This design comes from an exercise in tuning for small area on the open sky130 flow, not from production work. At most, simulation tests tie the RTL to the original design; equivalence was not proved. No activity file was given, so power comes from the tool's default toggle rates.

## L2RnR2L
module L2RnR2L(clk8,reset8,frame_busy,cmd_inst,cmd_data,neo_size,sizeplus1,
   l2r_data,l2r_done,l2r_go);
Size in the first run: ~360 cells after synthesis, about 69 flip-flops, about 79 I/O pins, ~0.0039 mm2 of cells after synthesis.
export LEC_CHECK = 0
export CAP_MARGIN = 20
export CORE_MARGIN = 2
export CORE_UTILIZATION = 70
export PLACE_DENSITY = 0.85
export SLEW_MARGIN = 20
create_clock -name core_clock -period 10.0 [get_ports {clk8}]
standard.sh (not shown) runs the stock make flow with config.mk's settings and CLKGATE_MAP_FILE= SYNTH_SCRIPT=/design/flow/synth_recipe.tcl, a recipe that flattens the netlist after the stock synthesis.
==> flow/flow/run.sh <==
#!/bin/bash
set -euo pipefail
export BUFFER_PORTS_ARGS="-buffer_cell sky130_fd_sc_hd__buf_1"
export CTS_ARGS="-sink_clustering_enable -repair_clock_nets -dont_use_dummy_load -buf_list sky130_fd_sc_hd__clkbuf_4"
bash standard.sh > standard.log 2>&1
Change:
--- a/flow/design.v
+++ b/flow/design.v
@@ -114,21 +114,21 @@
          endcase
    end
    always @ (posedge clk8 or posedge reset8)
    begin
       if (reset8)
          begin
             wrap <= 1'b1;
          end
       else
          begin
-            if (is_cmd1)
+            if (!pend)
                wrap <= at_max;
          end
    end
    always @ (posedge clk8)
    begin
       if (cmdlike)
          begin
             num_lites <= cmd_data[22:20];
             brite     <= cmd_data[19:12];
          end
@@ -163,21 +163,21 @@
             i_loop:
                if (iteray_up == 1'b0 && iteray == 5'b00000)
                   iteraysm <= i_pause;
                else
                   iteraysm <= i_iter;
             i_iter: iteraysm <= i_nexte;
             i_nexte, i_next:
                if (addr[4]) iteraysm <= i_addr;
                else iteraysm <= i_next;
             i_pause:
-               if (is_cmd1 && at_max) iteraysm <= i_init;
+               if (pend && wrap) iteraysm <= i_init;
          endcase
    end
    always @ (posedge clk8)
    begin
       if (iteraysm == i_start)
          inner_rite_lite <= sub5(sizeplus1[4:0], {2'b00, num_lites});
    end
    always @ (posedge clk8 or posedge reset8)
    begin
       if (reset8)
@@ -204,31 +204,31 @@
       else
          begin
             if (iteray_en == 1'b1 && it_eq)
                iteray_up <= 1'b0;
             else if (iteray_done == 1'b1)
                iteray_up <= 1'b1;
             iteray <= iteray ^ it_t;
          end
    end
    wire feedback = random[10] ~^ random[9];
-   wire [1:0] nx_code = pend16 ? random[10:9] : random[11:10];
+   wire [1:0] nx_code = random[11:10];
    always @ (posedge clk8 or posedge reset8)
    begin
       if (reset8)
          begin
             random   <= 12'h563;
             dcode[2] <= 1'b0;
          end
       else
          begin
-            if (sel_color & pend16)
+            if (is_cmd1 && la == 5'd15 && !at_max)
                random <= {random[10:0], feedback};
             if (iteray_done)
                dcode[2] <= 1'b1;
          end
    end
    always @ (posedge clk8)
    begin
       if (iteray_done)
          dcode[1:0] <= nx_code;
    end
What happened: The new run completed with no timing, DRC or antenna violations. Global-route usage went down by 0.37 points. Routed wire length went down by about 0.9%. Final area stays flat. First-iteration DRC count went up by about 30%. Area after synthesis went up by 0.57%. Core utilization went down by 0.14 points. Via count went down by 2.7%. Worst hold slack degrades by 0.035 ns. Worst setup slack degrades by 0.080 ns. Power went up by 12%. Die area went up by about 0.55%.
The RTL of the second run of this note was laid out without a check of its function.


Setup of red:
L2RnR2L, a different RTL version from the one above (not shown whole).
Size in the first run: about 420 cells after synthesis, about 71 flip-flops.
==> flow/config.mk <==
export PLATFORM = sky130hd
export DESIGN_NAME = L2RnR2L
export DESIGN_NICKNAME = L2RnR2L
export VERILOG_FILES = /design/flow/design.v
export SDC_FILE = /design/flow/constraint.sdc
export NUM_CORES = 4
export LEC_CHECK = 0
export CAP_MARGIN = 20
export CORE_MARGIN = 2
export CORE_UTILIZATION = 70
export PLACE_DENSITY = 0.85
export SLEW_MARGIN = 20
==> flow/constraint.sdc <==
create_clock -name core_clock -period 10.0 [get_ports {clk8}]
set_input_delay 2.0000 -clock core_clock [delete_from_list [all_inputs] [get_ports {clk8}]]
set_output_delay 2.0000 -clock core_clock [all_outputs]
set_load 0.01 [all_outputs]
==> flow/flow/run.sh <==
#!/bin/bash
set -euo pipefail
export BUFFER_PORTS_ARGS="-buffer_cell sky130_fd_sc_hd__buf_1"
export CTS_ARGS="-sink_clustering_enable -repair_clock_nets -dont_use_dummy_load"
bash standard.sh > standard.log 2>&1
Having completed the whole flow, red delivered a layout that passed the timing, design-rule and antenna checks.
## Diff of input files: blue against red
diff --git a/flow/design.v b/flow/design.v
--- a/flow/design.v
+++ b/flow/design.v
@@ -133,19 +133,24 @@
             num_lites <= cmd_data[22:20];
             brite     <= cmd_data[19:12];
          end
    end
    wire [4:0] left_addr_hi = add5({2'b00, num_lites}, iteray);
    wire [4:0] rite_addr_lo = sub5(inner_rite_lim, iteray);
    wire [4:0] rite_addr_hi = sub5(neo_size[4:0], iteray);
+   wire [4:0] cl_d = sub5(addr_p, iteray);
+   wire cl_c1 = iteray[0] & num_lites[0];
+   wire cl_c2 = (iteray[1] & num_lites[1]) | (iteray[1] & cl_c1) | (num_lites[1] & cl_c1);
+   wire cl_c3 = (iteray[2] & num_lites[2]) | (iteray[2] & cl_c2) | (num_lites[2] & cl_c2);
+   wire cl_b = ge5(addr_p, iteray) & ~(iteray[4] & iteray[3] & cl_c3) & ~cl_d[4] & ~cl_d[3] & ge5({2'b00, num_lites}, {2'b00, cl_d[2:0]});
    always @ (posedge clk8)
    begin
       if (mainsm == s_cmp)
          begin
-            cmp_left <= ge5(addr_p, iteray) & ge5(left_addr_hi, addr_p);
+            cmp_left <= cl_b;
             cmp_rite <= ge5(addr_p, rite_addr_lo) & ge5(rite_addr_hi, addr_p);
          end
    end
    always @ (posedge clk8 or posedge reset8)
    begin
       if (reset8)
          iteraysm <= i_init;
==> comparison <==
- Total wirelength of the detailed-routed design ends up higher on blue.
- | via count | blue vs red | worse |
- blue vs red — net switching power of the design dropped by more than 10%
- On post-detailed-route via-to-cell ratio, the higher figure sits with blue, not red.
- red → blue: antenna cell count saw little to no change, non-clock buffer instance count of the final layout saw a decrease, power saw a decrease.
The RTL of red was laid out without a check of its function.

==> static timing again, ports no longer ideal <==
The results above use ideal ports. As a check the final layouts listed here were re-extracted and re-timed, cells and wires unchanged.
Step 1 (the two cells are an assumption about what drives the block):
set clk [get_ports {clk8}]
set_driving_cell -lib_cell sky130_fd_sc_hd__clkbuf_16 $clk
set_driving_cell -lib_cell sky130_fd_sc_hd__buf_2 [delete_from_list [all_inputs] $clk]
Step 2 moves the port delays by t, midway between the first and last clock arrival at a register: inputs arrive t later, outputs are due t later. That takes back most of the time a late clock gives input paths.
Slacks: ideal / step 1 / step 2; pairs: ideal / step 1.
| run | t (ns) | slack for setup (ns) | pins driven straight from the clock port |
|---|---|---|---|
| the first run of note 1 | 0.418 | 5.961 / 5.961 / 5.542 | 1 |
| the second run of note 1 | 0.422 | 5.881 / 5.886 / 5.463 | 1 |
| red | 0.366 | 5.763 / 5.767 / 5.400 | 1 |
| blue | 0.361 | 5.644 / 5.653 / 5.291 | 1 |
After both steps setup and hold are still met in every run listed. For the first run of note 1, which loses most, drivers alone change the setup slack by 0.000 ns; drivers and shift together by -0.419 ns.
